Source: an optimization exercise on an open RTL-to-GDS flow (aim: small area and a short achievable clock period). Production flows keep margins and buffers that such runs may drop.
In this exercise RTL edits were held to simulation tests only and were not proved equivalent to the original.

--- design/flow/run.sh ---
#!/bin/bash
# synth_recipe.tcl (not shown) runs the flow's synth.tcl, then flattens the netlist and writes it again
# the make line also repeats each setting of config.mk as NAME=value (left out here)
make -C /OpenROAD-flow-scripts/flow DESIGN_CONFIG=/design/flow/config.mk WORK_HOME=/design/flow/orfs CLKGATE_MAP_FILE= SYNTH_SCRIPT=/design/flow/synth_recipe.tcl finish
--- design/flow/config.mk ---
export PLATFORM = sky130hd
export DESIGN_NAME = FFT_TOB
export DESIGN_NICKNAME = FFT_TOB
export VERILOG_FILES = /design/flow/design.v
export SDC_FILE = /design/flow/constraint.sdc
export NUM_CORES = 4
export LEC_CHECK = 0
export CAP_MARGIN = 20
export CORE_MARGIN = 2
export CORE_UTILIZATION = 65
export SLEW_MARGIN = 20
--- design/flow/constraint.sdc ---
create_clock -name core_clock -period 27.0 [get_ports {clk}]
set_input_delay 5.4000 -clock core_clock [delete_from_list [all_inputs] [get_ports {clk}]]
set_output_delay 5.4000 -clock core_clock [all_outputs]
set_load 0.01 [all_outputs]
--- design/flow/design.v ---
module rca #(parameter W = 16) (
  input  wire [W-1:0] a,
  input  wire [W-1:0] b,
  input  wire         ci,
  output wire [W-1:0] s
);
  wire [W:0] c;
  assign c[0] = ci;
  genvar i;
  generate
    for (i = 0; i < W; i = i + 1) begin : bit_
      assign s[i]   = a[i] ^ b[i] ^ c[i];
      assign c[i+1] = (a[i] & b[i]) | (a[i] & c[i]) | (b[i] & c[i]);
    end
  endgenerate
endmodule
module tw_csa (
  input  wire [16:0] u,
  input  wire [17:0] v,
  input  wire        rm,
  input  wire [26:0] cst,
  output wire [15:0] z
);
  wire n1 = (u[16] & rm) ^ u[15];
  wire n2 = (u[16] & rm) & u[15];
  wire n3 = u[4] ^ v[3];
  wire n4 = u[4] & v[3];
  wire n5 = u[5] ^ v[4] ^ cst[8];
  wire n6 = (u[5] & v[4]) | (u[5] & cst[8]) | (v[4] & cst[8]);
  wire n7 = (u[6] & rm) ^ (u[3] & rm);
  wire n8 = ~(u[6] & rm) & ~(u[3] & rm);
  wire n9 = u[6] ^ v[5] ^ cst[9];
  wire n10 = (u[6] & v[5]) | (u[6] & cst[9]) | (v[5] & cst[9]);
  wire n11 = (u[7] & rm) ^ (u[4] & rm);
  wire n12 = ~(u[7] & rm) & ~(u[4] & rm);
  wire n13 = u[7] ^ v[6] ^ (v[0] & rm);
  wire n14 = (u[7] & v[6]) | (u[7] & (v[0] & rm)) | (v[6] & (v[0] & rm));
  wire n15 = ~cst[10] ^ (u[8] & rm) ^ (u[5] & rm);
  wire n16 = (~cst[10] & (u[8] & rm)) | (~cst[10] & (u[5] & rm)) | ((u[8] & rm) & (u[5] & rm));
  wire n17 = u[8] ^ u[0] ^ v[7];
  wire n18 = (u[8] & u[0]) | (u[8] & v[7]) | (u[0] & v[7]);
  wire n19 = (v[1] & rm) ^ cst[11] ^ ~(u[9] & rm);
  wire n20 = ((v[1] & rm) & cst[11]) | ((v[1] & rm) & ~(u[9] & rm)) | (cst[11] & ~(u[9] & rm));
  wire n21 = (u[6] & rm) ^ u[4];
  wire n22 = ~(u[6] & rm) & ~u[4];
  wire n23 = u[9] ^ u[1] ^ v[8];
  wire n24 = (u[9] & u[1]) | (u[9] & v[8]) | (u[1] & v[8]);
  wire n25 = (v[2] & rm) ^ cst[12] ^ ~(u[10] & rm);
  wire n26 = ((v[2] & rm) & cst[12]) | ((v[2] & rm) & ~(u[10] & rm)) | (cst[12] & ~(u[10] & rm));
  wire n27 = (u[7] & rm) ^ u[5] ^ v[4];
  wire n28 = ((u[7] & rm) & u[5]) | ((u[7] & rm) & v[4]) | (u[5] & v[4]);
  wire n29 = u[10] ^ u[2] ^ v[9];
  wire n30 = (u[10] & u[2]) | (u[10] & v[9]) | (u[2] & v[9]);
  wire n31 = (v[3] & rm) ^ cst[13] ^ ~(u[11] & rm);
  wire n32 = ((v[3] & rm) & cst[13]) | ((v[3] & rm) & ~(u[11] & rm)) | (cst[13] & ~(u[11] & rm));
  wire n33 = (u[8] & rm) ^ u[6] ^ v[5];
  wire n34 = ((u[8] & rm) & u[6]) | ((u[8] & rm) & v[5]) | (u[6] & v[5]);
  wire n35 = u[11] ^ u[3] ^ v[10];
  wire n36 = (u[11] & u[3]) | (u[11] & v[10]) | (u[3] & v[10]);
  wire n37 = (v[4] & rm) ^ cst[14] ^ ~(u[12] & rm);
  wire n38 = ((v[4] & rm) & cst[14]) | ((v[4] & rm) & ~(u[12] & rm)) | (cst[14] & ~(u[12] & rm));
  wire n39 = (u[9] & rm) ^ u[7] ^ v[6];
  wire n40 = ((u[9] & rm) & u[7]) | ((u[9] & rm) & v[6]) | (u[7] & v[6]);
  wire n41 = u[12] ^ u[4] ^ v[11];
  wire n42 = (u[12] & u[4]) | (u[12] & v[11]) | (u[4] & v[11]);
  wire n43 = (v[5] & rm) ^ cst[15] ^ ~(u[13] & rm);
  wire n44 = ((v[5] & rm) & cst[15]) | ((v[5] & rm) & ~(u[13] & rm)) | (cst[15] & ~(u[13] & rm));
  wire n45 = (u[10] & rm) ^ u[8] ^ v[7];
  wire n46 = ((u[10] & rm) & u[8]) | ((u[10] & rm) & v[7]) | (u[8] & v[7]);
  wire n47 = u[13] ^ u[5] ^ v[12];
  wire n48 = (u[13] & u[5]) | (u[13] & v[12]) | (u[5] & v[12]);
  wire n49 = (v[6] & rm) ^ cst[16] ^ ~(u[14] & rm);
  wire n50 = ((v[6] & rm) & cst[16]) | ((v[6] & rm) & ~(u[14] & rm)) | (cst[16] & ~(u[14] & rm));
  wire n51 = (u[11] & rm) ^ u[9] ^ v[8];
  wire n52 = ((u[11] & rm) & u[9]) | ((u[11] & rm) & v[8]) | (u[9] & v[8]);
  wire n53 = u[14] ^ u[6] ^ v[13];
  wire n54 = (u[14] & u[6]) | (u[14] & v[13]) | (u[6] & v[13]);
  wire n55 = (v[7] & rm) ^ cst[17] ^ ~(u[15] & rm);
  wire n56 = ((v[7] & rm) & cst[17]) | ((v[7] & rm) & ~(u[15] & rm)) | (cst[17] & ~(u[15] & rm));
  wire n57 = (u[12] & rm) ^ u[10] ^ v[9];
  wire n58 = ((u[12] & rm) & u[10]) | ((u[12] & rm) & v[9]) | (u[10] & v[9]);
  wire n59 = u[7] ^ v[14] ^ (v[8] & rm);
  wire n60 = (u[7] & v[14]) | (u[7] & (v[8] & rm)) | (v[14] & (v[8] & rm));
  wire n61 = cst[18] ^ n1 ^ ~(u[13] & rm);
  wire n62 = (cst[18] & n1) | (cst[18] & ~(u[13] & rm)) | (n1 & ~(u[13] & rm));
  wire n63 = u[11] ^ v[10] ^ ~1'b1;
  wire n64 = (u[11] & v[10]) | (u[11] & ~1'b1) | (v[10] & ~1'b1);
  wire n65 = u[8] ^ v[15] ^ (v[9] & rm);
  wire n66 = (u[8] & v[15]) | (u[8] & (v[9] & rm)) | (v[15] & (v[9] & rm));
  wire n67 = cst[19] ^ n2 ^ ~u[16];
  wire n68 = (cst[19] & n2) | (cst[19] & ~u[16]) | (n2 & ~u[16]);
  wire n69 = (u[14] & rm) ^ u[12] ^ v[11];
  wire n70 = ((u[14] & rm) & u[12]) | ((u[14] & rm) & v[11]) | (u[12] & v[11]);
  wire n71 = u[9] ^ v[16] ^ (v[10] & rm);
  wire n72 = (u[9] & v[16]) | (u[9] & (v[10] & rm)) | (v[16] & (v[10] & rm));
  wire n73 = ~cst[20] ^ (u[15] & rm) ^ u[13];
  wire n74 = (~cst[20] & (u[15] & rm)) | (~cst[20] & u[13]) | ((u[15] & rm) & u[13]);
  wire n75 = v[12] ^ 1'b1;
  wire n76 = ~v[12] & 1'b1;
  wire n77 = (u[16] & rm) ^ u[10] ^ (v[11] & rm);
  wire n78 = ((u[16] & rm) & u[10]) | ((u[16] & rm) & (v[11] & rm)) | (u[10] & (v[11] & rm));
  wire n79 = ~cst[21] ^ u[14] ^ v[17];
  wire n80 = (~cst[21] & u[14]) | (~cst[21] & v[17]) | (u[14] & v[17]);
  wire n81 = v[13] ^ 1'b1;
  wire n82 = ~v[13] & 1'b1;
  wire n83 = u[11] ^ (v[12] & rm) ^ cst[22];
  wire n84 = (u[11] & (v[12] & rm)) | (u[11] & cst[22]) | ((v[12] & rm) & cst[22]);
  wire n85 = u[2] ^ v[1] ^ cst[5];
  wire n86 = (u[2] & v[1]) | (u[2] & cst[5]) | (v[1] & cst[5]);
  wire n87 = u[3] ^ v[2] ^ cst[6];
  wire n88 = (u[3] & v[2]) | (u[3] & cst[6]) | (v[2] & cst[6]);
  wire n89 = cst[7] ^ n3 ^ ~(u[5] & rm);
  wire n90 = (cst[7] & n3) | (cst[7] & ~(u[5] & rm)) | (n3 & ~(u[5] & rm));
  wire n91 = (u[2] & rm) ^ u[0];
  wire n92 = ~(u[2] & rm) & ~u[0];
  wire n93 = n4 ^ n5 ^ n7;
  wire n94 = (n4 & n5) | (n4 & n7) | (n5 & n7);
  wire n95 = u[1] ^ v[0] ^ ~1'b1;
  wire n96 = (u[1] & v[0]) | (u[1] & ~1'b1) | (v[0] & ~1'b1);
  wire n97 = n6 ^ n8 ^ n9;
  wire n98 = (n6 & n8) | (n6 & n9) | (n8 & n9);
  wire n99 = ~n11 ^ u[2] ^ v[1];
  wire n100 = (~n11 & u[2]) | (~n11 & v[1]) | (u[2] & v[1]);
  wire n101 = n10 ^ n12 ^ n13;
  wire n102 = (n10 & n12) | (n10 & n13) | (n12 & n13);
  wire n103 = u[3] ^ v[2] ^ n15;
  wire n104 = (u[3] & v[2]) | (u[3] & n15) | (v[2] & n15);
  wire n105 = n14 ^ n17 ^ n19;
  wire n106 = (n14 & n17) | (n14 & n19) | (n17 & n19);
  wire n107 = ~n21 ^ v[3] ^ n16;
  wire n108 = (~n21 & v[3]) | (~n21 & n16) | (v[3] & n16);
  wire n109 = n18 ^ n20 ^ n22;
  wire n110 = (n18 & n20) | (n18 & n22) | (n20 & n22);
  wire n111 = n23 ^ n25 ^ ~n27;
  wire n112 = (n23 & n25) | (n23 & ~n27) | (n25 & ~n27);
  wire n113 = n24 ^ n26 ^ n29;
  wire n114 = (n24 & n26) | (n24 & n29) | (n26 & n29);
  wire n115 = ~n31 ^ n28 ^ n33;
  wire n116 = (~n31 & n28) | (~n31 & n33) | (n28 & n33);
  wire n117 = n30 ^ n32 ^ n35;
  wire n118 = (n30 & n32) | (n30 & n35) | (n32 & n35);
  wire n119 = ~n37 ^ n34 ^ n39;
  wire n120 = (~n37 & n34) | (~n37 & n39) | (n34 & n39);
  wire n121 = n36 ^ n38 ^ n41;
  wire n122 = (n36 & n38) | (n36 & n41) | (n38 & n41);
  wire n123 = ~n43 ^ n40 ^ n45;
  wire n124 = (~n43 & n40) | (~n43 & n45) | (n40 & n45);
  wire n125 = n42 ^ n44 ^ n47;
  wire n126 = (n42 & n44) | (n42 & n47) | (n44 & n47);
  wire n127 = ~n49 ^ n46 ^ n51;
  wire n128 = (~n49 & n46) | (~n49 & n51) | (n46 & n51);
  wire n129 = n48 ^ n50 ^ n53;
  wire n130 = (n48 & n50) | (n48 & n53) | (n50 & n53);
  wire n131 = ~n55 ^ n52 ^ n57;
  wire n132 = (~n55 & n52) | (~n55 & n57) | (n52 & n57);
  wire n133 = n54 ^ n56 ^ n59;
  wire n134 = (n54 & n56) | (n54 & n59) | (n56 & n59);
  wire n135 = ~n61 ^ n58 ^ n63;
  wire n136 = (~n61 & n58) | (~n61 & n63) | (n58 & n63);
  wire n137 = n60 ^ n62 ^ n65;
  wire n138 = (n60 & n62) | (n60 & n65) | (n62 & n65);
  wire n139 = ~n67 ^ n64 ^ n69;
  wire n140 = (~n67 & n64) | (~n67 & n69) | (n64 & n69);
  wire n141 = n66 ^ n68 ^ n71;
  wire n142 = (n66 & n68) | (n66 & n71) | (n68 & n71);
  wire n143 = n70 ^ n73 ^ n75;
  wire n144 = (n70 & n73) | (n70 & n75) | (n73 & n75);
  wire n145 = n72 ^ n76 ^ n77;
  wire n146 = (n72 & n76) | (n72 & n77) | (n76 & n77);
  wire n147 = n74 ^ n79 ^ n81;
  wire n148 = (n74 & n79) | (n74 & n81) | (n79 & n81);
  wire n149 = n78 ^ n82 ^ n83;
  wire n150 = (n78 & n82) | (n78 & n83) | (n82 & n83);
  wire n151 = u[15] ^ v[14] ^ n80;
  wire n152 = (u[15] & v[14]) | (u[15] & n80) | (v[14] & n80);
  wire n153 = u[16] ^ u[12] ^ (v[13] & rm);
  wire n154 = (u[16] & u[12]) | (u[16] & (v[13] & rm)) | (u[12] & (v[13] & rm));
  wire n155 = cst[23] ^ n84 ^ ~v[15];
  wire n156 = (cst[23] & n84) | (cst[23] & ~v[15]) | (n84 & ~v[15]);
  wire n157 = u[13] ^ (v[14] & rm) ^ cst[24];
  wire n158 = (u[13] & (v[14] & rm)) | (u[13] & cst[24]) | ((v[14] & rm) & cst[24]);
  wire n159 = v[16] ^ 1'b1;
  wire n160 = ~v[16] & 1'b1;
  wire n161 = u[14] ^ v[17] ^ (v[15] & rm);
  wire n162 = (u[14] & v[17]) | (u[14] & (v[15] & rm)) | (v[17] & (v[15] & rm));
  wire n163 = u[15] ^ (v[16] & rm);
  wire n164 = u[15] & (v[16] & rm);
  wire n165 = u[1] ^ v[0];
  wire n166 = u[1] & v[0];
  wire n167 = ~n85 ^ (u[3] & rm) ^ (u[0] & rm);
  wire n168 = (~n85 & (u[3] & rm)) | (~n85 & (u[0] & rm)) | ((u[3] & rm) & (u[0] & rm));
  wire n169 = n86 ^ n87 ^ ~(u[4] & rm);
  wire n170 = (n86 & n87) | (n86 & ~(u[4] & rm)) | (n87 & ~(u[4] & rm));
  wire n171 = n88 ^ n89 ^ n91;
  wire n172 = (n88 & n89) | (n88 & n91) | (n89 & n91);
  wire n173 = n90 ^ n92 ^ n93;
  wire n174 = (n90 & n92) | (n90 & n93) | (n92 & n93);
  wire n175 = n94 ^ n97 ^ ~n96;
  wire n176 = (n94 & n97) | (n94 & ~n96) | (n97 & ~n96);
  wire n177 = n98 ^ n101 ^ ~n100;
  wire n178 = (n98 & n101) | (n98 & ~n100) | (n101 & ~n100);
  wire n179 = n102 ^ n105 ^ ~n104;
  wire n180 = (n102 & n105) | (n102 & ~n104) | (n105 & ~n104);
  wire n181 = n106 ^ n109 ^ n111;
  wire n182 = (n106 & n109) | (n106 & n111) | (n109 & n111);
  wire n183 = n110 ^ n112 ^ n113;
  wire n184 = (n110 & n112) | (n110 & n113) | (n112 & n113);
  wire n185 = n114 ^ n117 ^ ~n116;
  wire n186 = (n114 & n117) | (n114 & ~n116) | (n117 & ~n116);
  wire n187 = n118 ^ n121 ^ ~n120;
  wire n188 = (n118 & n121) | (n118 & ~n120) | (n121 & ~n120);
  wire n189 = n122 ^ n125 ^ ~n124;
  wire n190 = (n122 & n125) | (n122 & ~n124) | (n125 & ~n124);
  wire n191 = n126 ^ n129 ^ ~n128;
  wire n192 = (n126 & n129) | (n126 & ~n128) | (n129 & ~n128);
  wire n193 = n130 ^ n133 ^ ~n132;
  wire n194 = (n130 & n133) | (n130 & ~n132) | (n133 & ~n132);
  wire n195 = n134 ^ n137 ^ ~n136;
  wire n196 = (n134 & n137) | (n134 & ~n136) | (n137 & ~n136);
  wire n197 = n138 ^ n141 ^ ~n140;
  wire n198 = (n138 & n141) | (n138 & ~n140) | (n141 & ~n140);
  wire n199 = n142 ^ n145 ^ ~n144;
  wire n200 = (n142 & n145) | (n142 & ~n144) | (n145 & ~n144);
  wire n201 = n146 ^ n149 ^ ~n148;
  wire n202 = (n146 & n149) | (n146 & ~n148) | (n149 & ~n148);
  wire n203 = n150 ^ n153 ^ n155;
  wire n204 = (n150 & n153) | (n150 & n155) | (n153 & n155);
  wire n205 = n154 ^ n156 ^ n157;
  wire n206 = (n154 & n156) | (n154 & n157) | (n156 & n157);
  wire n207 = cst[25] ^ n158 ^ n160;
  wire n208 = (cst[25] & n158) | (cst[25] & n160) | (n158 & n160);
  wire n209 = cst[26] ^ n162 ^ n163;
  wire n210 = (cst[26] & n162) | (cst[26] & n163) | (n162 & n163);
  wire n211 = cst[2] ^ (u[0] & rm);
  wire n212 = cst[2] & ~(u[0] & rm);
  wire n213 = u[0] ^ cst[3] ^ ~(u[1] & rm);
  wire n214 = (u[0] & cst[3]) | (u[0] & ~(u[1] & rm)) | (cst[3] & ~(u[1] & rm));
  wire n215 = cst[4] ^ n165 ^ ~(u[2] & rm);
  wire n216 = (cst[4] & n165) | (cst[4] & ~(u[2] & rm)) | (n165 & ~(u[2] & rm));
  wire n217 = n166 ^ ~n167 ^ 1'b1;
  wire n218 = (n166 & ~n167) | (n166 & 1'b1) | (~n167 & 1'b1);
  wire n219 = ~n169 ^ (u[1] & rm) ^ n168;
  wire n220 = (~n169 & (u[1] & rm)) | (~n169 & n168) | ((u[1] & rm) & n168);
  wire n221 = n170 ^ n171 ^ 1'b1;
  wire n222 = (n170 & n171) | (n170 & 1'b1) | (n171 & 1'b1);
  wire n223 = n172 ^ n173 ^ ~n95;
  wire n224 = (n172 & n173) | (n172 & ~n95) | (n173 & ~n95);
  wire n225 = n174 ^ n175 ^ ~n99;
  wire n226 = (n174 & n175) | (n174 & ~n99) | (n175 & ~n99);
  wire n227 = n176 ^ n177 ^ ~n103;
  wire n228 = (n176 & n177) | (n176 & ~n103) | (n177 & ~n103);
  wire n229 = n178 ^ n179 ^ ~n107;
  wire n230 = (n178 & n179) | (n178 & ~n107) | (n179 & ~n107);
  wire n231 = n180 ^ n181 ^ ~n108;
  wire n232 = (n180 & n181) | (n180 & ~n108) | (n181 & ~n108);
  wire n233 = n182 ^ n183 ^ ~n115;
  wire n234 = (n182 & n183) | (n182 & ~n115) | (n183 & ~n115);
  wire n235 = n184 ^ n185 ^ ~n119;
  wire n236 = (n184 & n185) | (n184 & ~n119) | (n185 & ~n119);
  wire n237 = n186 ^ n187 ^ ~n123;
  wire n238 = (n186 & n187) | (n186 & ~n123) | (n187 & ~n123);
  wire n239 = n188 ^ n189 ^ ~n127;
  wire n240 = (n188 & n189) | (n188 & ~n127) | (n189 & ~n127);
  wire n241 = n190 ^ n191 ^ ~n131;
  wire n242 = (n190 & n191) | (n190 & ~n131) | (n191 & ~n131);
  wire n243 = n192 ^ n193 ^ ~n135;
  wire n244 = (n192 & n193) | (n192 & ~n135) | (n193 & ~n135);
  wire n245 = n194 ^ n195 ^ ~n139;
  wire n246 = (n194 & n195) | (n194 & ~n139) | (n195 & ~n139);
  wire n247 = n196 ^ n197 ^ ~n143;
  wire n248 = (n196 & n197) | (n196 & ~n143) | (n197 & ~n143);
  wire n249 = n198 ^ n199 ^ ~n147;
  wire n250 = (n198 & n199) | (n198 & ~n147) | (n199 & ~n147);
  wire n251 = n200 ^ n201 ^ ~n151;
  wire n252 = (n200 & n201) | (n200 & ~n151) | (n201 & ~n151);
  wire n253 = n202 ^ n203 ^ ~n152;
  wire n254 = (n202 & n203) | (n202 & ~n152) | (n203 & ~n152);
  wire n255 = n204 ^ n205 ^ ~n159;
  wire n256 = (n204 & n205) | (n204 & ~n159) | (n205 & ~n159);
  wire n257 = n161 ^ n206 ^ n207;
  wire n258 = (n161 & n206) | (n161 & n207) | (n206 & n207);
  wire n259 = n208 ^ n209 ^ 1'b1;
  wire n260 = (n208 & n209) | (n208 & 1'b1) | (n209 & 1'b1);
  wire n261 = 1'b1 ^ n211;
  wire n262 = 1'b1 & ~n211;
  wire n263 = n212 ^ n213 ^ n262;
  wire n264 = (n212 & n213) | (n212 & n262) | (n213 & n262);
  wire n265 = n214 ^ n215 ^ n264;
  wire n266 = (n214 & n215) | (n214 & n264) | (n215 & n264);
  wire n267 = n216 ^ n217 ^ n266;
  wire n268 = (n216 & n217) | (n216 & n266) | (n217 & n266);
  wire n269 = n218 ^ ~n219 ^ n268;
  wire n270 = (n218 & ~n219) | (n218 & n268) | (~n219 & n268);
  wire n271 = ~n220 ^ n221 ^ n270;
  wire n272 = (~n220 & n221) | (~n220 & n270) | (n221 & n270);
  wire n273 = n222 ^ n223 ^ n272;
  wire n274 = (n222 & n223) | (n222 & n272) | (n223 & n272);
  wire n275 = n224 ^ n225 ^ n274;
  wire n276 = (n224 & n225) | (n224 & n274) | (n225 & n274);
  wire n277 = n226 ^ n227 ^ n276;
  wire n278 = (n226 & n227) | (n226 & n276) | (n227 & n276);
  wire n279 = n228 ^ n229 ^ n278;
  wire n280 = (n228 & n229) | (n228 & n278) | (n229 & n278);
  wire n281 = n230 ^ n231 ^ n280;
  wire n282 = (n230 & n231) | (n230 & n280) | (n231 & n280);
  wire n283 = n232 ^ n233 ^ n282;
  wire n284 = (n232 & n233) | (n232 & n282) | (n233 & n282);
  wire n285 = n234 ^ n235 ^ n284;
  wire n286 = (n234 & n235) | (n234 & n284) | (n235 & n284);
  wire n287 = n236 ^ n237 ^ n286;
  wire n288 = (n236 & n237) | (n236 & n286) | (n237 & n286);
  wire n289 = n238 ^ n239 ^ n288;
  wire n290 = (n238 & n239) | (n238 & n288) | (n239 & n288);
  wire n291 = n240 ^ n241 ^ n290;
  wire n292 = (n240 & n241) | (n240 & n290) | (n241 & n290);
  wire n293 = n242 ^ n243 ^ n292;
  wire n294 = (n242 & n243) | (n242 & n292) | (n243 & n292);
  wire n295 = n244 ^ n245 ^ n294;
  wire n296 = (n244 & n245) | (n244 & n294) | (n245 & n294);
  wire n297 = n246 ^ n247 ^ n296;
  wire n298 = (n246 & n247) | (n246 & n296) | (n247 & n296);
  wire n299 = n248 ^ n249 ^ n298;
  wire n300 = (n248 & n249) | (n248 & n298) | (n249 & n298);
  wire n301 = n250 ^ n251 ^ n300;
  wire n302 = (n250 & n251) | (n250 & n300) | (n251 & n300);
  wire n303 = n252 ^ n253 ^ n302;
  wire n304 = (n252 & n253) | (n252 & n302) | (n253 & n302);
  wire n305 = n254 ^ n255 ^ n304;
  wire n306 = (n254 & n255) | (n254 & n304) | (n255 & n304);
  wire n307 = n256 ^ n257 ^ n306;
  wire n308 = (n256 & n257) | (n256 & n306) | (n257 & n306);
  wire n309 = n258 ^ n259 ^ n308;
  wire n310 = (n258 & n259) | (n258 & n308) | (n259 & n308);
  assign z = {n309, n307, n305, n303, n301, n299, n297, n295, n293, n291, n289, n287, n285, n283, n281, n279};
endmodule
module tw_prep (
  input  wire [15:0] ar, ai,
  input  wire        w1, w3, w9, w2, w6,
  output wire [16:0] y0, y1,
  output wire        od_p, od_n, os_p, os_n
);
  wire [16:0] xr = {ar[15], ar}, xi = {ai[15], ai};
  wire [16:0] ts, g;
  rca #(17) u_ts (.a(xr), .b(xi), .ci(1'b0), .s(ts));    
  rca #(17) u_g  (.a(xi), .b(~xr), .ci(1'b0), .s(g));    
  assign od_p = g[16] & ~g[15];     
  assign od_n = ~g[16] & g[15];     
  assign os_p = ~ts[16] & ts[15];   
  assign os_n = ts[16] & ~ts[15];   
  assign y0 = w3 ? xi : w9 ? ~xr : w2 ? ts : w6 ? g : xr;
  assign y1 = w3 ? xr : w9 ? ~xi : w2 ? g : w6 ? ~ts : xi;
endmodule
module tw_mul (
  input  wire [16:0] y0, y1,
  input  wire        w1, w3, w9, w2, w6,
  input  wire        od_p, od_n, os_p, os_n,
  output wire [15:0] zr, zi
);
  wire rm = w1 | w3 | w9;
  wire [26:0] kr = w9 ? 27'd2676 : w6 ? 27'd1448 : 27'd0;
  wire [26:0] ki = w1 ? 27'd784 : (w3 | w9) ? 27'd1892 : (w2 | w6) ? 27'd1448 : 27'd0;
  wire [26:0] br = w1 ? 27'd1892 : w3 ? 27'd784 : w9 ? -27'd1892 : w2 ? 27'd1448 : w6 ? -27'd1448 : 27'd0;
  wire [26:0] bi = w1 ? -27'd784 : w3 ? -27'd1892 : w9 ? 27'd784 : (w2 | w6) ? -27'd1448 : 27'd0;
  wire [26:0] cr = kr + (od_p ? -(br << 16) : od_n ? (br << 16) : 27'd0);
  wire [26:0] ci = ki + (os_p ? -(bi << 16) : os_n ? (bi << 16) : 27'd0);
  wire [16:0] ui = y1 ^ {17{w3}};
  wire [16:0] vi = y0 ^ {17{~w3}};
  tw_csa u_re (.u(y0), .v(rm ? {y1[16], y1} : {y0, 1'b0}), .rm(rm), .cst(cr), .z(zr));
  tw_csa u_im (.u(ui), .v(rm ? {vi[16], vi} : {y1, 1'b0}), .rm(rm), .cst(ci), .z(zi));
endmodule
module FFT_TOB (
  input  wire signed [15:0] Input_re,
  input  wire signed [15:0] Input_Im,
  input  wire               cordic_Valid,
  input  wire               clk,
  input  wire               rst,
  output wire signed [15:0] Output_FFT_Re,
  output wire signed [15:0] Output_FFT_Im,
  output wire               Data_Valid
);
  reg [3:0] p;
  reg       dv;
  always @(posedge clk or negedge rst)
    if (!rst) begin
      p  <= 4'd0;
      dv <= 1'b0;
    end else begin
      if (cordic_Valid) p <= p + 4'd1;
      if (p == 4'd14)   dv <= 1'b1;
    end
  assign Data_Valid = dv;
  wire p3 = p[3], p2 = p[2], p1 = p[1], p0 = p[0];
  wire first = (p == 4'd0);
  wire last  = (p == 4'd15);
  reg [127:0] d1r, d1i;    
  reg [63:0]  d2r, d2i;    
  reg [31:0]  d3r, d3i;    
  reg [15:0]  d4r, d4i;    
  reg [15:0]  zr, zi;      
  reg [16:0]  y0, y1;      
  reg         yw1, yw3, yw9, yw2, yw6, yw4, yodp, yodn, yosp, yosn;
  reg [15:0]  ar, ai;      
  reg [15:0]  br, bi;      
  wire [15:0] xr = Input_re, xi = Input_Im;
  wire [15:0] r1r = d1r[127:112], r1i = d1i[127:112];
  wire [15:0] r2r = d2r[63:48],   r2i = d2i[63:48];
  wire [15:0] r3r = d3r[31:16],   r3i = d3i[31:16];
  wire [15:0] r4r = d4r,          r4i = d4i;
  wire [15:0] a1r, a1i, b1r, b1i;
  rca u_a1r (.a(r1r), .b(xr),  .ci(1'b0), .s(a1r));
  rca u_a1i (.a(r1i), .b(xi),  .ci(1'b0), .s(a1i));
  rca u_b1r (.a(r1r), .b(~xr), .ci(1'b1), .s(b1r));
  rca u_b1i (.a(r1i), .b(~xi), .ci(1'b1), .s(b1i));
  wire [15:0] s1r = p3 ? a1r : r1r;
  wire [15:0] s1i = p3 ? a1i : r1i;
  wire [15:0] w1r = p3 ? b1r : xr;
  wire [15:0] w1i = p3 ? b1i : xi;
  wire c2 = ~p3 & p2;
  wire [15:0] b2r, b2i, a2r, a2i;
  rca u_b2r (.a(r2r), .b(~(c2 ? r1i : s1r)),      .ci(1'b1), .s(b2r));
  rca u_b2i (.a(r2i), .b(c2 ? r1r : ~s1i),        .ci(~c2),  .s(b2i));
  wire [15:0] w2r = p2 ? b2r : s1r;
  wire [15:0] w2i = p2 ? b2i : s1i;
  rca u_a2r (.a(r2r), .b(s1r), .ci(1'b0), .s(a2r));
  rca u_a2i (.a(r2i), .b(s1i), .ci(1'b0), .s(a2i));
  wire [3:0]  q   = p + 4'd2;
  wire [15:0] t2r = d2r[31:16], t2i = d2i[31:16];
  wire [15:0] t1r = d1r[95:80], t1i = d1i[95:80];
  wire        qsw = ~q[3] & q[2];
  wire [15:0] yr, yi;
  rca u_yr (.a(t2r), .b(qsw ? t1i : 16'd0),  .ci(1'b0), .s(yr));
  rca u_yi (.a(t2i), .b(qsw ? ~t1r : 16'd0), .ci(qsw), .s(yi));
  wire qw1 = (q == 4'd5);
  wire qw3 = (q == 4'd7) | (q == 4'd9);
  wire qw9 = (q == 4'd11);
  wire qw2 = (q == 4'd1) | (q == 4'd6);
  wire qw6 = (q == 4'd3) | (q == 4'd10);
  wire qw4 = (q == 4'd2);
  wire [16:0] py0, py1;
  wire        podp, podn, posp, posn;
  tw_prep u_prep (.ar(yr), .ai(yi), .w1(qw1), .w3(qw3), .w9(qw9), .w2(qw2), .w6(qw6),
                  .y0(py0), .y1(py1), .od_p(podp), .od_n(podn), .os_p(posp), .os_n(posn));
  wire [15:0] er, ei;
  tw_mul u_mul (.y0(y0), .y1(y1), .w1(yw1), .w3(yw3), .w9(yw9), .w2(yw2), .w6(yw6),
                .od_p(yodp), .od_n(yodn), .os_p(yosp), .os_n(yosn), .zr(er), .zi(ei));
  wire ymul = yw1 | yw3 | yw9 | yw2 | yw6;
  wire [15:0] ny0;
  rca u_ny0 (.a(~y0[15:0]), .b(16'd0), .ci(1'b1), .s(ny0));
  wire        x3  = p3 & p2;
  wire [15:0] mr  = x3 ? a2r : zr;
  wire [15:0] mi  = x3 ? a2i : zi;
  wire [15:0] b3r, b3i;
  rca u_b3r (.a(r3r), .b(~mr), .ci(1'b1), .s(b3r));
  rca u_b3i (.a(r3i), .b(~mi), .ci(1'b1), .s(b3i));
  wire [15:0] w3r = p1 ? b3r : mr;
  wire [15:0] w3i = p1 ? b3i : mi;
  wire c5 = p0 & ~p1;
  wire [15:0] s3r, s3i, a3r, a3i, o4r, o4i, e4r, e4i, sumr, sumi, a8r, a8i;
  rca u_a3r (.a(r3r), .b(zr), .ci(1'b0), .s(a3r));
  rca u_a3i (.a(r3i), .b(zi), .ci(1'b0), .s(a3i));
  wire [15:0] s3or = p1 ? a3r : r3r;
  wire [15:0] s3oi = p1 ? a3i : r3i;
  rca u_e4r (.a(r4r), .b(c5 ? r3i : s3or),  .ci(1'b0), .s(e4r));
  rca u_e4i (.a(r4i), .b(c5 ? ~r3r : s3oi), .ci(c5),   .s(e4i));
  assign o4r = p0 ? e4r : r4r;
  assign o4i = p0 ? e4i : r4i;
  out_add u_or (.acc(first ? 16'd0 : ar), .x(xr), .o(o4r), .last(last), .sum(sumr), .y(Output_FFT_Re));
  out_add u_oi (.acc(first ? 16'd0 : ai), .x(xi), .o(o4i), .last(last), .sum(sumi), .y(Output_FFT_Im));
  wire [15:0] i4r = c5 ? r3i : s3or;
  wire [15:0] b4r, b4i;
  rca u_b4r (.a(r4r), .b(~i4r), .ci(1'b1), .s(b4r));
  rca u_b4i (.a(r4i), .b(c5 ? r3r : ~s3oi), .ci(~c5), .s(b4i));
  rca u_a8r (.a(first ? 16'd0 : br), .b(xr ^ {16{p0}}), .ci(p0), .s(a8r));
  rca u_a8i (.a(first ? 16'd0 : bi), .b(xi ^ {16{p0}}), .ci(p0), .s(a8i));
  wire [15:0] w4r = last ? a8r : p0 ? b4r : s3or;
  wire [15:0] w4i = last ? a8i : p0 ? b4i : s3oi;
  always @(posedge clk) begin
    d1r <= {d1r[111:0], w1r};  d1i <= {d1i[111:0], w1i};
    d2r <= {d2r[47:0],  w2r};  d2i <= {d2i[47:0],  w2i};
    d3r <= {d3r[15:0],  w3r};  d3i <= {d3i[15:0],  w3i};
    d4r <= w4r;                d4i <= w4i;
    y0  <= py0;                y1  <= py1;
    yw1 <= qw1; yw3 <= qw3; yw9 <= qw9; yw2 <= qw2; yw6 <= qw6; yw4 <= qw4;
    yodp <= podp; yodn <= podn; yosp <= posp; yosn <= posn;
    zr  <= ymul ? er : yw4 ? y1[15:0] : y0[15:0];
    zi  <= ymul ? ei : yw4 ? ny0 : y1[15:0];
    ar  <= sumr;               ai  <= sumi;
    br  <= a8r;                bi  <= a8i;
  end
endmodule
module out_add (
  input  wire [15:0] acc,
  input  wire [15:0] x,
  input  wire [15:0] o,
  input  wire        last,
  output wire [15:0] sum,
  output wire [15:0] y
);
  assign sum = acc + x;
  assign y   = last ? sum : o;
endmodule
==> flow_metrics.py, run 1 <==
metrics = {
    "placed_design": {
        "gp_routability_congestion": 0.957,
        "numPortBuffers": 67,
        "detailed_place_hpwl_um": 75900,
    },
    "synth": {
        "seq_area_frac_synth_pct": 33.9,
        "synth.most_common_cell": "dfxtp_1",
        "yosys-top-cells-area": "dfxtp_1 (34%), fa_1 (30%), inv_1 (5.9%)",
        "yosys.area.top_type": "dfxtp_1",
        "yosys-top-cells-count": "dfxtp_1 (620), inv_1 (584), fa_1 (550)",
        "syn-instance-count": 3571,
        "synth_top_area_share_pct": 33.6,
        "synth_ff_type": "dfxtp_1",
        "syn_area_per_cell_sq_um": 10.4,
        "synth_edf_count": 0,
        "synth_seq_cells": 625,
        "synth_nets": 4262,
        "synth_warnings": 1,
        "synth_cell_types": 67,
        "async_reset_ff_share_pct": 0.800,
        "netlist_area_sq_mm": 0.0370,
    },
    "worst_setup_path": {
        "cp.depth": 22,
        "cp_max_fo": 62,
        "startpoint_type": "register",
        "arrival_ps": 9750,
        "crit_chain": "ha_2, buf_4, a21oi_1, fa_1, fa_1, fa_1, fa_1, fa_1, fa_1, fa_1, fa_1, fa_1, fa_1, fa_1, fa_1, fa_1, fa_1, xor2_1, nand2_1, xnor2_1, mux2_2, clkdlybuf4s50_1",
        "cp_top_family": "adder cells",
        "r2r_end": "zi[15]",
        "timing.critical_path.buf_inv": 2,
        "critPathSlowestCell": "dfrtp_4",
        "critPathRequiredTime_ps": 21600,
        "rrSetupSlack_ps": 15160,
        "cp-end-kind": "output pin",
        "r2r_cells": 33,
        "crit_type": "register to output pin",
        "max_stage_delay_ps": 890,
        "rr_startpoint": "yw9",
        "path_common_cell": "fa_1",
    },
    "final_layout": {
        "syn2layout_area_growth_pct": 9.55,
        "diodes": 0,
        "drive_gt1_share_pct": 5.07,
        "nets": 4266,
        "fillCellCount": 4035,
    },
    "floorplan": {
        "die_w_um": 243,
        "num_rows": 87,
        "start_util_pct": 65.7,
        "die_area_sq_mm": 0.0588,
        "chipHeight_um": 243,
        "io_pins": 68,
        "core_sq_mm": 0.0563,
    },
    "cts": {
        "post_cts_buffers": 0,
        "clkSinkCount": 625,
        "cts_hold_buf": 0,
        "h-tree-depth": 2,
        "clockRootBuffer": "clkbuf_16",
        "cts_buffers": 61,
        "clock_latency_ps": 650,
        "clk_pin_slew_ps": 80,
        "tritoncts": "yes",
        "clk_path_buf_depth": 3,
        "cts.repair.resized": 0,
    },
    "hold_path": {
        "hold_class": "register to register",
        "min_from": "d1i[31]",
        "hold_end": "d1i[47]",
        "hold_depth": 0,
    },
    "routing": {
        "drt_wl_total_um": 96500,
        "post_drt_via_cell_ratio": 5.72,
        "ant_nets": 0,
        "first_iter_violations": 2093,
        "drt_pre_antenna_iters": 5,
        "drc": 0,
        "vias": 25100,
        "wl_per_cell_um": 22.0,
    },
    "sta": {
        "report.final.slew_viol_count": 0,
        "rsz0062_at_grt": "no",
        "tightest_slew_ps": 1160,
        "finalSetupViolations": 0,
        "slew_headroom_pct": 22.7,
        "post-route-period-util_pct": 56.1,
        "min_period_ps": 15150,
        "setup_tns_ps": 0,
        "skew_ps": 36.9,
        "hold_viol": 0,
        "fmax_ghz": 0.0660,
    },
    "global_route": {
        "grt_pass1_wl_um": 152000,
        "grt_antenna_before_repair": 0,
        "grt_remaining_overflow": 0,
        "first_global_vias": 26700,
        "groute.usage.overall_pct": 34.0,
        "grt_max_degree": 86,
    },
    "run_status": {
        "status": "no timing/DRC/antenna violations",
    },
    "run": {
        "cap_violations": 0,
    },
}
-- layer usage --
| metal | track usage [%] | part of all wire [%] |
|---|---|---|
| met5 | 0 | 0 |
| met4 | 11.3 | 3.5 |
| met3 | 5.63 | 6.9 |
| met2 | 55.1 | 48 |
| met1 | 46.9 | 42 |
-- area by class of cell --
| type | instances | area [sq um] | area share (%) |
|---|---|---|---|
| Clock buffer | 77 | 1660 | 4.09 |
| Clock inverter | 38 | 606 | 1.49 |
| Inverter | 588 | 2210 | 5.45 |
| Multi-Input combinational cell | 2203 | 21700 | 53.5 |
| Sequential cell | 625 | 12500 | 31.0 |
| Tap cell | 756 | 946 | 2.33 |
| Timing Repair Buffer | 96 | 901 | 2.22 |
-- cell families after synthesis --
group | count (synthesis) | share of synthesized area [%]
buffers and inverters | 743 | 7.59
adders and majority gates | 657 | 33.4
AOI/OAI and AO/OA | 632 | 10.3
and+or+nand+nor | 626 | 7.36
DFF | 625 | 33.9
muxes | 155 | 4.28
xor gates and xnor gates | 133 | 3.17
-- worst max path at each step --
| stage | start | slack, ps | to |
|---|---|---|---|
| 2_1_floorplan | p[1] | 12510 | Output_FFT_Im[15] |
| 3_3_place_gp | d3i[16] | 12700 | Output_FFT_Im[15] |
| 3_5_place_dp | Input_re[0] | 12590 | Output_FFT_Re[12] |
| 4_1_cts | p[0] | 11890 | Output_FFT_Im[15] |
| 5_1_grt | p[0] | 11510 | Output_FFT_Im[15] |
| 6_report | p[0] | 11850 | Output_FFT_Im[15] |
-- stage by stage --
step	util [%]	area (sq um)	hold slack [ps]	worst slack, ps	cells
floorplan	-	37000	310	12510	3571
global placement	68.0	38200	309	12700	4267
detailed placement	68.0	38200	312	12590	4267
global route	72.0	40500	319	11510	4383
finish	72.0	40500	314	11850	4383
CTS	72.0	40500	316	11890	4382
-- registers in the layout, indices dropped and copies added, names as in the netlist, 17 cells and up --
register,flops
d3r,32
d3i,32
d2i,64
y0,17
y1,17
d2r,64
d1r,128
d1i,128
-- cells in the final DEF, fill, tap and decap left out, types with 28 or more instances in the layout --
cell type	count
clkbuf_16	61
clkdlybuf4s50_1	67
buf_4	28
o211ai_1	34
and2_1	44
a21oi_1	185
dfxtp_1	619
a21o_1	37
xor2_1	38
o21ai_0	206
nand2b_1	38
nand2_1	269
inv_1	584
nor2_1	202
fa_1	550
xnor2_1	94
ha_1	105
mux2i_1	131
==> run 2, diff against run 1 <==
--- a/design/flow/config.mk
+++ b/design/flow/config.mk
@@ -9,3 +9,3 @@
 export CORE_MARGIN = 2
-export CORE_UTILIZATION = 65
+export CORE_UTILIZATION = 40
 export SLEW_MARGIN = 20
==> flow_metrics.py, run 2 <==
metrics = {
    "routing": {
        "first_iter_violations": 1524,
        "drt_wl_total_um": 90500,
        "post_drt_via_cell_ratio": 4.95,
        "drt_pre_antenna_iters": 6,
        "drc": 0,
        "ant_nets": 0,
        "wl_per_cell_um": 18.8,
        "vias": 23800,
    },
    "sta": {
        "fmax_ghz": 0.0654,
        "hold_viol": 0,
        "tightest_slew_ps": 896,
        "setup_tns_ps": 0,
        "slew_headroom_pct": 39.6,
        "rsz0062_at_grt": "no",
        "skew_ps": 25.9,
        "min_period_ps": 15300,
        "post-route-period-util_pct": 56.7,
        "report.final.slew_viol_count": 0,
        "finalSetupViolations": 0,
    },
    "cts": {
        "clkSinkCount": 625,
        "clk_pin_slew_ps": 60,
        "h-tree-depth": 3,
        "tritoncts": "yes",
        "clockRootBuffer": "clkbuf_16",
        "cts_buffers": 66,
        "cts.repair.resized": 0,
        "post_cts_buffers": 0,
        "clk_path_buf_depth": 3,
        "clock_latency_ps": 610,
        "cts_hold_buf": 0,
    },
    "worst_setup_path": {
        "crit_type": "register to output pin",
        "r2r_cells": 36,
        "cp_max_fo": 63,
        "arrival_ps": 9900,
        "path_common_cell": "fa_1",
        "rrSetupSlack_ps": 14730,
        "rr_startpoint": "yw3",
        "startpoint_type": "register",
        "cp_top_family": "adder cells",
        "r2r_end": "zi[15]",
        "critPathSlowestCell": "inv_2",
        "timing.critical_path.buf_inv": 4,
        "critPathRequiredTime_ps": 21600,
        "cp-end-kind": "output pin",
        "max_stage_delay_ps": 610,
    },
    "synth": {
        "syn-instance-count": 3571,
        "synth_ff_type": "dfxtp_1",
        "yosys.area.top_type": "dfxtp_1",
        "synth_cell_types": 67,
        "syn_area_per_cell_sq_um": 10.4,
        "async_reset_ff_share_pct": 0.800,
        "synth_warnings": 1,
        "synth_edf_count": 0,
        "synth.most_common_cell": "dfxtp_1",
        "synth_nets": 4262,
        "yosys-top-cells-count": "dfxtp_1 (620), inv_1 (584), fa_1 (550)",
        "synth_top_area_share_pct": 33.6,
        "netlist_area_sq_mm": 0.0370,
        "yosys-top-cells-area": "dfxtp_1 (34%), fa_1 (30%), inv_1 (5.9%)",
        "synth_seq_cells": 625,
        "seq_area_frac_synth_pct": 33.9,
    },
    "run": {
        "cap_violations": 0,
    },
    "floorplan": {
        "die_area_sq_mm": 0.0949,
        "core_sq_mm": 0.0917,
        "chipHeight_um": 308,
        "io_pins": 68,
        "die_w_um": 308,
        "num_rows": 111,
        "start_util_pct": 40.4,
    },
    "hold_path": {
        "hold_class": "register to register",
        "hold_end": "d2i[19]",
        "min_from": "d2i[3]",
        "hold_depth": 0,
    },
    "final_layout": {
        "largestRegisters": "d1i (128), d1r (128)",
        "nets": 4271,
        "syn2layout_area_growth_pct": 11.2,
        "mostFrequentLayoutCells": "dfxtp_1 (619), inv_1 (584), fa_1 (550)",
        "fillCellCount": 8651,
        "diodes": 0,
        "drive_gt1_share_pct": 5.29,
        "seq_area_sq_mm": 0.0125,
        "post-route-util_pct": 44.9,
        "instances_no_fill": 4815,
        "mostFrequentLayoutCell": "dfxtp_1",
        "multi_input_area_sq_mm": 0.0217,
    },
    "global_route": {
        "grt_antenna_before_repair": 2,
        "groute.usage.overall_pct": 19.8,
        "grt_pass1_wl_um": 143000,
        "grt_remaining_overflow": 0,
        "grt_max_degree": 73,
        "first_global_vias": 24500,
    },
    "placed_design": {
        "dp.cells": 4698,
        "detailed_place_hpwl_um": 72500,
        "numPortBuffers": 67,
        "gp_routability_congestion": 0.879,
    },
    "run_status": {
        "status": "no timing/DRC/antenna violations",
    },
}
[run 2: cell counts after synthesis]
Identical to the previous run, type by type.
[run 2: cells by family (layout without fill, tap and decap cells)]
group           count (synthesis)  count (layout)  synth area share, %
compound gates                632             632                 10.3
xor+xnor                      133             133                 3.17
fa+ha+maj                     657             657                 33.4
buf+inv                       743             801                 7.59
flops                         625             625                 33.9
mux                           155             155                 4.28
simple gates                  626             626                 7.36
[run 2: final cells by class]
class                      instances  area share (%)
clock buffer                      79            4.35
timing repair buffer              96            2.16
clock inverter                    38            1.35
sequential                       625            30.5
tap                             1186            3.61
inverter                         588            5.36
multi-input combinational       2203            52.7
[run 2: routing by layer]
layer | track usage (%) | wire length (um) | part of all wire, % | vias to the layer above
li1 | - | - | - | 11300
met1 | 27.6 | 41400 | 46 | 11800
met2 | 32.7 | 43000 | 47 | 535
met3 | 2.50 | 3900 | 4.3 | 117
met4 | 5.29 | 2270 | 2.5 | 0
met5 | 0 | 0 | 0 | -
[run 2: through the flow]
step                      cell area [sq um]  setup WS, ps  hold WS, ps
final                                 41100         11700          313
after CTS                             41100         11600          308
after global routing                  41100         11240          327
after global placement                38800         12300          310
after floorplan                       37000         12510          310
after detailed placement              38800         12250          312
[run 2: how the worst max path moves through the flow]
stage                     start                end  depth (start not counted)
after floorplan            p[1]  Output_FFT_Im[15]                         30
after global placement     p[1]  Output_FFT_Im[15]                         26
after detailed placement   p[1]  Output_FFT_Im[15]                         26
after CTS                  p[1]  Output_FFT_Im[15]                         26
after global routing       p[1]  Output_FFT_Im[15]                         26
final                      p[1]  Output_FFT_Re[15]                         26
[run 2: worst reg2reg max path, delay by kind of cell (launching register included)]
family	cells	cell delay (ps)
fa+ha+maj	19	7860
buf+inv	7	2460
simple gates	4	580
xor+xnor	3	500
compound gates	3	420
flops	1	310
==> run 3, diff against run 2 <==
==> design/flow/flow/run.sh (new file) <==
#!/bin/bash
cp standard.sh standard_sh_copy.log
echo "export SETUP_SLACK_MARGIN = 13.3" >> config.mk
bash standard.sh > standard.log 2>&1
==> design/flow/standard.sh (new file) <==
#!/bin/bash
# synth_recipe.tcl (not shown) runs the flow's synth.tcl, then flattens the netlist and writes it again
# the make line also repeats each setting of config.mk as NAME=value (left out here)
make -C /OpenROAD-flow-scripts/flow DESIGN_CONFIG=/design/flow/config.mk WORK_HOME=/design/flow/orfs CLKGATE_MAP_FILE= SYNTH_SCRIPT=/design/flow/synth_recipe.tcl "${@:-finish}"
--- a/design/flow/config.mk
+++ b/design/flow/config.mk
@@ -11 +11,2 @@
 export SLEW_MARGIN = 20
+export SETUP_SLACK_MARGIN = 13.3
removed: design/flow/run.sh
==> flow_metrics.py, run 3 <==
metrics = {
    "final_layout": {
        "mostFrequentLayoutCell": "dfxtp_1",
        "seq_area_sq_mm": 0.0126,
        "syn2layout_area_growth_pct": 12.2,
        "drive_gt1_share_pct": 8.06,
        "largestRegisters": "d1i (128), d1r (128)",
        "multi_input_area_sq_mm": 0.0219,
        "mostFrequentLayoutCells": "dfxtp_1 (616), inv_1 (583), fa_1 (503)",
        "diodes": 0,
        "fillCellCount": 8643,
        "nets": 4290,
    },
    "worst_setup_path": {
        "arrival_ps": 8250,
        "cp.depth": 9,
        "cp_top_family": "compound AO/OA/AOI/OAI gates",
        "rrSetupSlack_ps": 15430,
        "r2r_end": "zi[15]",
        "max_stage_delay_ps": 620,
        "startpoint_type": "input pin",
        "timing.critical_path.buf_inv": 2,
        "critPathSlowestCell": "clkdlybuf4s50_1",
        "rr_startpoint": "yw3",
        "crit_type": "input pin to output pin",
        "r2r_cells": 35,
        "critPathRequiredTime_ps": 21600,
        "crit_chain": "clkdlybuf4s15_2, ha_1, a21o_1, a21o_1, a221o_1, o21a_1, o21a_1, o31ai_1, clkdlybuf4s50_1",
        "cp-end-kind": "output pin",
        "cp_max_fo": 5,
    },
    "synth": {
        "yosys-top-cells-count": "dfxtp_1 (620), inv_1 (584), fa_1 (550)",
        "yosys.area.top_type": "dfxtp_1",
        "synth_cell_types": 67,
        "async_reset_ff_share_pct": 0.800,
        "synth_edf_count": 0,
        "netlist_area_sq_mm": 0.0370,
        "synth_seq_cells": 625,
        "synth_top_area_share_pct": 33.6,
        "syn-instance-count": 3571,
        "syn_area_per_cell_sq_um": 10.4,
        "seq_area_frac_synth_pct": 33.9,
        "synth_nets": 4262,
        "synth_ff_type": "dfxtp_1",
        "synth.most_common_cell": "dfxtp_1",
        "yosys-top-cells-area": "dfxtp_1 (34%), fa_1 (30%), inv_1 (5.9%)",
        "synth_warnings": 1,
    },
    "run_status": {
        "status": "no timing/DRC/antenna violations",
    },
    "sta": {
        "slew_headroom_pct": 36.3,
        "tightest_slew_ps": 955,
        "post-route-period-util_pct": 50.5,
        "skew_ps": 37.6,
        "hold_viol": 0,
        "holdWs_ps": 316,
        "rsz0062_at_grt": "yes",
        "fmax_ghz": 0.0733,
        "setup_tns_ps": 0,
        "min_period_ps": 13650,
        "report.final.slew_viol_count": 0,
        "finalSetupViolations": 0,
    },
    "floorplan": {
        "die_area_sq_mm": 0.0949,
        "die_w_um": 308,
        "num_rows": 111,
        "start_util_pct": 40.4,
        "chipHeight_um": 308,
        "core_sq_mm": 0.0917,
        "io_pins": 68,
    },
    "run": {
        "cap_violations": 0,
    },
    "routing": {
        "vias": 23900,
        "first_iter_violations": 1446,
        "drt_pre_antenna_iters": 5,
        "drt_wl_total_um": 90300,
        "drc": 0,
        "ant_nets": 0,
        "post_drt_via_cell_ratio": 4.94,
        "wl_per_cell_um": 18.7,
    },
    "global_route": {
        "grt_max_degree": 83,
        "first_global_vias": 24500,
        "groute.usage.overall_pct": 19.7,
        "grt_pass1_wl_um": 143000,
        "grt_antenna_before_repair": 5,
        "grt_remaining_overflow": 0,
    },
    "cts": {
        "clkSinkCount": 625,
        "h-tree-depth": 3,
        "clk_pin_slew_ps": 60,
        "clk_path_buf_depth": 3,
        "clockRootBuffer": "clkbuf_16",
        "cts_buffers": 66,
        "tritoncts": "yes",
        "clock_latency_ps": 610,
    },
    "hold_path": {
        "min_from": "d2r[10]",
        "hold_end": "d2r[26]",
        "hold_depth": 0,
        "hold_class": "register to register",
    },
    "placed_design": {
        "detailed_place_hpwl_um": 71600,
        "numPortBuffers": 67,
        "gp_routability_congestion": 0.877,
    },
}
## run 3: stage by stage
step | cell area [sq um] | util, % | setup slack, ps | instances
finish | 41500 | 45.3 | 13350 | 4834
global placement | 38800 | 42.3 | 12580 | 4700
global route | 41500 | 45.3 | 13150 | 4834
floorplan | 37000 | - | 13320 | 3571
detailed placement | 38800 | 42.3 | 12610 | 4700
CTS | 41400 | 45.1 | 13260 | 4829
## run 3: what timing repair did
action / 4_1_cts / 5_1_grt
setup buffers: 12 / 5
hold buffers: 0 / 0
setup endpoints to repair: 19 / 13
pin swaps: 15 / 23
gates resized for setup: 98 / 39
## run 3: cell type report
type                            instances  share of cell area, %
Clock inverter                         37                   1.22
Sequential cell                       625                   30.2
Timing Repair Buffer                  115                   2.45
Multi-Input combinational cell       2203                   52.8
Tap cell                             1186                   3.58
Clock buffer                           80                   4.35
Inverter                              588                   5.32
## run 3: worst max path at each step
stage,from,end,slack [ps]
global placement,d3i[16],Output_FFT_Im[15],12580
CTS,d3i[16],Output_FFT_Im[15],13260
global route,d3i[16],Output_FFT_Im[15],13150
finish,Input_Im[7],Output_FFT_Im[11],13350
detailed placement,d3i[16],Output_FFT_Im[15],12610
floorplan,p[1],Output_FFT_Im[15],13320
## run 3: logic make-up after synthesis
| logic type | count (synthesis) | share of synthesized area [%] |
|---|---|---|
| buffers and inverters | 743 | 7.59 |
| and+or+nand+nor | 626 | 7.36 |
| adders and majority gates | 657 | 33.4 |
| muxes | 155 | 4.28 |
| xor gates and xnor gates | 133 | 3.17 |
| DFF | 625 | 33.9 |
| AOI/OAI and AO/OA | 632 | 10.3 |
## run 3: routing by layer
| layer | wire, um | GRT usage [%] | up-vias |
|---|---|---|---|
| li1 | - | - | 11400 |
| met4 | 2190 | 5.16 | 2 |
| met1 | 40500 | 27.3 | 11900 |
| met2 | 42900 | 32.2 | 535 |
| met5 | 13 | 0 | - |
| met3 | 4690 | 2.99 | 107 |
==> run 4, diff against run 3 <==
--- a/design/flow/config.mk
+++ b/design/flow/config.mk
@@ -10,2 +10,3 @@
 export CORE_UTILIZATION = 40
+export CTS_BUF_LIST = sky130_fd_sc_hd__clkbuf_4
 export SLEW_MARGIN = 20
==> flow_metrics.py, run 4 <==
metrics = {
    "run_status": {
        "status": "no timing/DRC/antenna violations",
    },
    "synth": {
        "netlist_area_sq_mm": 0.0370,
        "synth_ff_type": "dfxtp_1",
        "syn_area_per_cell_sq_um": 10.4,
        "async_reset_ff_share_pct": 0.800,
        "synth.most_common_cell": "dfxtp_1",
        "seq_area_frac_synth_pct": 33.9,
        "syn-instance-count": 3571,
        "synth_top_family_by_area": "adder cells",
        "yosys-top-cells-area": "dfxtp_1 (34%), fa_1 (30%), inv_1 (5.9%)",
        "yosys.area.top_type": "dfxtp_1",
        "synth_warnings": 1,
        "synth_seq_cells": 625,
        "synth_compound_area_share_pct": 10.3,
        "synth_nets": 4262,
        "yosys-top-cells-count": "dfxtp_1 (620), inv_1 (584), fa_1 (550)",
        "synth_cell_types": 67,
        "muxShareOfSynthArea_pct": 4.28,
        "synth_fa_ha_area_share_pct": 33.4,
        "synthSimpleGateAreaFrac_pct": 7.36,
        "synth_xor_area_share_pct": 3.17,
        "synth_top_area_share_pct": 33.6,
        "synth_edf_count": 0,
    },
    "sta": {
        "finalSetupViolations": 0,
        "slew_headroom_pct": 37.1,
        "fin_ws_ps": 13280,
        "report.final.slew_viol_count": 0,
        "setup_tns_ps": 0,
        "rsz0062_at_grt": "yes",
        "fmax_ghz": 0.0729,
        "skew_ps": 87.5,
        "tightest_slew_ps": 943,
        "min_period_ps": 13720,
        "hold_viol": 0,
        "post-route-period-util_pct": 50.8,
    },
    "floorplan": {
        "die_w_um": 308,
        "io_pins": 68,
        "chipHeight_um": 308,
        "num_rows": 111,
        "start_util_pct": 40.4,
        "core_sq_mm": 0.0917,
        "die_area_sq_mm": 0.0949,
    },
    "worst_setup_path": {
        "startpoint_type": "register",
        "cp_max_fo": 2,
        "arrival_ps": 8320,
        "cp-end-kind": "output pin",
        "crit_type": "register to output pin",
        "critPathRequiredTime_ps": 21600,
    },
    "final_layout": {
        "mostFrequentLayoutCells": "dfxtp_1 (615), inv_1 (580), fa_1 (496)",
        "largestRegisters": "d1i (128), d1r (128)",
        "fillCellCount": 8823,
        "drive_gt1_share_pct": 11.6,
        "nets": 4389,
        "syn2layout_area_growth_pct": 11.6,
        "mostFrequentLayoutCell": "dfxtp_1",
    },
    "global_route": {
        "grt_pass1_wl_um": 144000,
        "groute.usage.overall_pct": 20.0,
        "first_global_vias": 25300,
        "grt_max_degree": 83,
        "grt_antenna_before_repair": 7,
        "grt_remaining_overflow": 0,
    },
    "placed_design": {
        "gp_routability_congestion": 0.877,
        "post-place-ws_ps": 12610,
        "numPortBuffers": 67,
        "detailed_place_hpwl_um": 71600,
    },
    "cts": {
        "tritoncts": "yes",
        "cts_buffers": 160,
        "h-tree-depth": 4,
        "cts_hold_buf": 0,
        "clkSinkCount": 625,
        "clock_latency_ps": 1020,
        "clk_pin_slew_ps": 70,
        "clk_path_buf_depth": 3,
        "clockRootBuffer": "clkbuf_4",
    },
    "routing": {
        "wl_per_cell_um": 18.1,
        "drt-met1-wl_um": 40800,
        "drt_pre_antenna_iters": 5,
        "top_layer": "met4",
        "wl_met2_um": 43500,
        "dr_wl_met3_um": 4630,
        "first_iter_violations": 1486,
        "vias": 24500,
        "drc": 0,
        "ant_nets": 0,
        "drt_wl_total_um": 91000,
        "post_drt_via_cell_ratio": 4.89,
    },
    "hold_path": {
        "hold_class": "register to register",
    },
    "run": {
        "cap_violations": 0,
    },
}
## run 4: cell counts after synthesis
Identical to the previous run, type by type.
## run 4: cell type report
cell class | instances | area [sq um] | share of cell area [%]
well taps | 1186 | 1480 | 3.59
flip-flops and latches | 625 | 12600 | 30.4
multi-input cells | 2203 | 22000 | 53.2
clock buffers | 223 | 1670 | 4.05
clock inverters | 63 | 345 | 0.836
inverters | 588 | 2210 | 5.34
repair buffers | 120 | 1060 | 2.56
diodes | 5 | 12.5 | 0.0303
## run 4: cells by family (layout without fill, tap and decap cells)
family,Yosys count,after routing
compound gates,632,632
xor+xnor,133,133
fa+ha+maj,657,657
buf+inv,743,994
flops,625,625
mux,155,155
other cells,0,5
simple gates,626,626
## run 4: layer usage
layer  track usage, %  vias to the layer above
met3             3.70                      120
li1                 -                    11700
met5                0                        -
met4             6.25                        0
met2             32.4                      572
met1             27.1                    12200
## run 4: path summary, 6_finish.rpt
path                          from           endpoint  slack [ps]  cells past startpoint
max                        d3r[16]  Output_FFT_Re[15]       13280                     23
min                        d1r[29]            d1r[45]         300                      0
max reg2reg                    yw3             zi[15]       15450                     35
min reg2reg                d1r[29]            d1r[45]         300                      0
max in group asynchronous      rst               p[0]       22050                      1
min in group asynchronous      rst               p[0]        4680                      1
## run 4: stage by stage
stage | hold WS [ps] | area [sq um] | utilization, % | instances
global route | 295 | 41300 | 45.0 | 5011
detailed placement | 312 | 38800 | 42.3 | 4700
finish | 295 | 41300 | 45.1 | 5013
global placement | 310 | 38800 | 42.3 | 4700
CTS | 293 | 41200 | 44.9 | 5001
floorplan | 310 | 37000 | - | 3571
## run 4: timing repair
action / CTS / global route
pin swaps: 25 / 17
buffers inserted: 15 / 7
resized for setup: 128 / 37
setup endpoints to repair: 19 / 13
## run 4: worst max-delay path: stages (launching register included)
cell and delay (ps):
dfxtp_2 330, ha_2 190, fa_2 520, mux2_2 170, mux2i_2 100, fa_2 380, fa_2 370, fa_2 350
fa_2 350, fa_2 340, fa_2 350, fa_2 350, fa_2 370, fa_2 420, fa_2 350, fa_2 350
fa_2 350, fa_2 340, fa_2 340, xor2_1 150, nand2_1 100, xnor2_2 350, mux2_4 220, clkdlybuf4s15_2 220
==> run 5, diff against run 4 <==
--- a/design/flow/config.mk
+++ b/design/flow/config.mk
@@ -10,3 +10,3 @@
 export CORE_UTILIZATION = 40
-export CTS_BUF_LIST = sky130_fd_sc_hd__clkbuf_4
+export CTS_BUF_LIST = sky130_fd_sc_hd__clkbuf_8
 export SLEW_MARGIN = 20
==> flow_metrics.py, run 5 <==
metrics = {
    "worst_setup_path": {
        "critPathRequiredTime_ps": 21600,
        "cp_max_fo": 5,
        "startpoint_type": "input pin",
        "crit_type": "input pin to output pin",
        "arrival_ps": 8250,
        "cp-end-kind": "output pin",
        "critPathSlowestCell": "clkdlybuf4s50_1",
        "cp_top_family": "compound AO/OA/AOI/OAI gates",
        "max_stage_delay_ps": 620,
        "crit_chain": "clkdlybuf4s15_2, ha_1, a21o_1, a21o_1, a221o_1, o21a_1, o21a_1, o31ai_1, clkdlybuf4s50_1",
        "rrSetupSlack_ps": 15440,
    },
    "sta": {
        "min_period_ps": 13650,
        "fmax_ghz": 0.0733,
        "hold_viol": 0,
        "post-route-period-util_pct": 50.5,
        "setup_tns_ps": 0,
        "tightest_slew_ps": 972,
        "report.final.slew_viol_count": 0,
        "rsz0062_at_grt": "yes",
        "fin_ws_ps": 13350,
        "skew_ps": 53.9,
    },
    "routing": {
        "drt_wl_total_um": 90600,
        "vias": 24100,
        "drt_pre_antenna_iters": 5,
        "post_drt_via_cell_ratio": 4.91,
        "first_iter_violations": 1406,
    },
    "global_route": {
        "grt_pass1_wl_um": 143000,
        "grt_antenna_before_repair": 6,
        "grt_max_degree": 83,
        "first_global_vias": 24800,
        "grt-busiest-layer": "met2",
        "use_met2_pct": 32.2,
    },
    "synth": {
        "syn-instance-count": 3571,
        "synth_seq_cells": 625,
        "synth_edf_count": 0,
        "synth_top_area_share_pct": 33.6,
        "yosys-top-cells-area": "dfxtp_1 (34%), fa_1 (30%), inv_1 (5.9%)",
        "yosys.area.top_type": "dfxtp_1",
        "seq_area_frac_synth_pct": 33.9,
        "netlist_area_sq_mm": 0.0370,
        "async_reset_ff_share_pct": 0.800,
        "synth.most_common_cell": "dfxtp_1",
        "synth_ff_type": "dfxtp_1",
        "yosys-top-cells-count": "dfxtp_1 (620), inv_1 (584), fa_1 (550)",
    },
    "cts": {
        "tritoncts": "yes",
        "cts_buffers": 100,
        "clockRootBuffer": "clkbuf_8",
        "clock_latency_ps": 720,
        "clk_pin_slew_ps": 60,
    },
    "floorplan": {
        "num_rows": 111,
        "die_w_um": 308,
        "io_pins": 68,
        "chipHeight_um": 308,
        "core_sq_mm": 0.0917,
        "start_util_pct": 40.4,
        "die_area_sq_mm": 0.0949,
    },
    "final_layout": {
        "mostFrequentLayoutCells": "dfxtp_1 (616), inv_1 (608), fa_1 (496)",
        "nets": 4322,
        "drive_gt1_share_pct": 9.50,
        "largestRegisters": "d1i (128), d1r (128)",
        "syn2layout_area_growth_pct": 12.2,
        "fillCellCount": 8687,
    },
    "run_status": {
        "status": "no timing/DRC/antenna violations",
    },
    "placed_design": {
        "gp_routability_congestion": 0.877,
        "detailed_place_hpwl_um": 71600,
        "numPortBuffers": 67,
        "post-place-ws_ps": 12610,
    },
    "hold_path": {
        "hold_class": "register to register",
        "hold_depth": 0,
    },
}
-- run 5: routing by layer --
layer | share of wire, % | wire (um)
met1 | 45 | 40600
met2 | 48 | 43000
met3 | 5.2 | 4730
met4 | 2.4 | 2160
met5 | 0 | 0
-- run 5: what timing repair did --
action,CTS,global route
endpoints found under the setup margin,19,13
setup buffers,12,3
hold endpoints to repair,0,0
hold buffers,0,0
gates resized for setup,111,40
pin swaps,19,29
-- run 5: metrics by stage --
step / hold slack, ps / utilization (%) / instance area, sq um / instances
floorplan: 310 / - / 37000 / 3571
global placement: 310 / 42.3 / 38800 / 4700
detailed placement: 312 / 42.3 / 38800 / 4700
CTS: 289 / 45.2 / 41400 / 4897
global route: 298 / 45.3 / 41500 / 4901
finish: 296 / 45.3 / 41500 / 4901
-- run 5: worst paths after layout --
kind / start / to
setup reg to reg: yw3 / zi[15]
max in group asynchronous: rst / p[3]
hold / removal: d3i[3] / d3i[19]
setup / recovery: Input_Im[7] / Output_FFT_Im[11]
min in group asynchronous: rst / p[0]
hold reg to reg: d3i[3] / d3i[19]
-- run 5: cell families (layout without fill, tap and decap cells) --
family | count (synthesis) | count (layout) | synth area share [%]
AOI/OAI and AO/OA | 632 | 632 | 10.3
xor gates and xnor gates | 133 | 133 | 3.17
adders and majority gates | 657 | 657 | 33.4
buffers and inverters | 743 | 886 | 7.59
DFF | 625 | 625 | 33.9
muxes | 155 | 155 | 4.28
other | 0 | 1 | 0
and+or+nand+nor | 626 | 626 | 7.36
-- run 5: final cells by class --
class | instances | share of cell area [%]
clock inverters | 58 | 1.30
diodes | 1 | 0.00603
clock buffers | 127 | 4.21
repair buffers | 113 | 2.43
inverters | 588 | 5.32
well taps | 1186 | 3.58
flip-flops and latches | 625 | 30.2
multi-input cells | 2203 | 52.9
-- run 5: worst reg2reg max path: cells and delay by family (launching register included) --
| family | cells | cell delay, ps |
|---|---|---|
| AOI/OAI and AO/OA | 3 | 430 |
| xor gates and xnor gates | 3 | 510 |
| adders and majority gates | 19 | 7750 |
| buffers and inverters | 6 | 1720 |
| DFF | 1 | 300 |
| and+or+nand+nor | 4 | 750 |

[afterwards: timing with drivers on the ports]
How much do the figures lean on ideal ports? The routed layouts below were timed once more, with nothing changed but the port constraints. Step 1: set_driving_cell puts a clkbuf_16 on clk and a buf_2 on each other input, an assumption about the parent block. Step 2, shift: input delay + t, output delay - t, t = (earliest + latest rising clock arrival at the registers) / 2. This alone moves slack from input paths to output paths. Three values: ideal, step 1, step 2; two values: the first two.
run | t (ns) | setup WS [ns] | clock arrival spread, ns | cell pins on the clock port's net
run 1 | 0.698 | 11.849 / 11.788 / 12.485 | 0.038 / 0.037 | 1
run 2 | 0.657 | 11.704 / 11.639 / 12.296 | 0.028 / 0.028 | 1
run 3 | 0.660 | 13.353 / 13.318 / 13.318 | 0.040 / 0.040 | 1
run 4 | 1.034 | 13.284 / 13.220 / 13.317 | 0.091 / 0.091 | 1
run 5 | 0.754 | 13.354 / 13.327 / 13.327 | 0.059 / 0.059 | 1
After both steps every run listed still meets setup and hold. For run 3, which loses most, drivers alone change the setup slack by -0.035 ns; drivers and shift together by -0.035 ns.
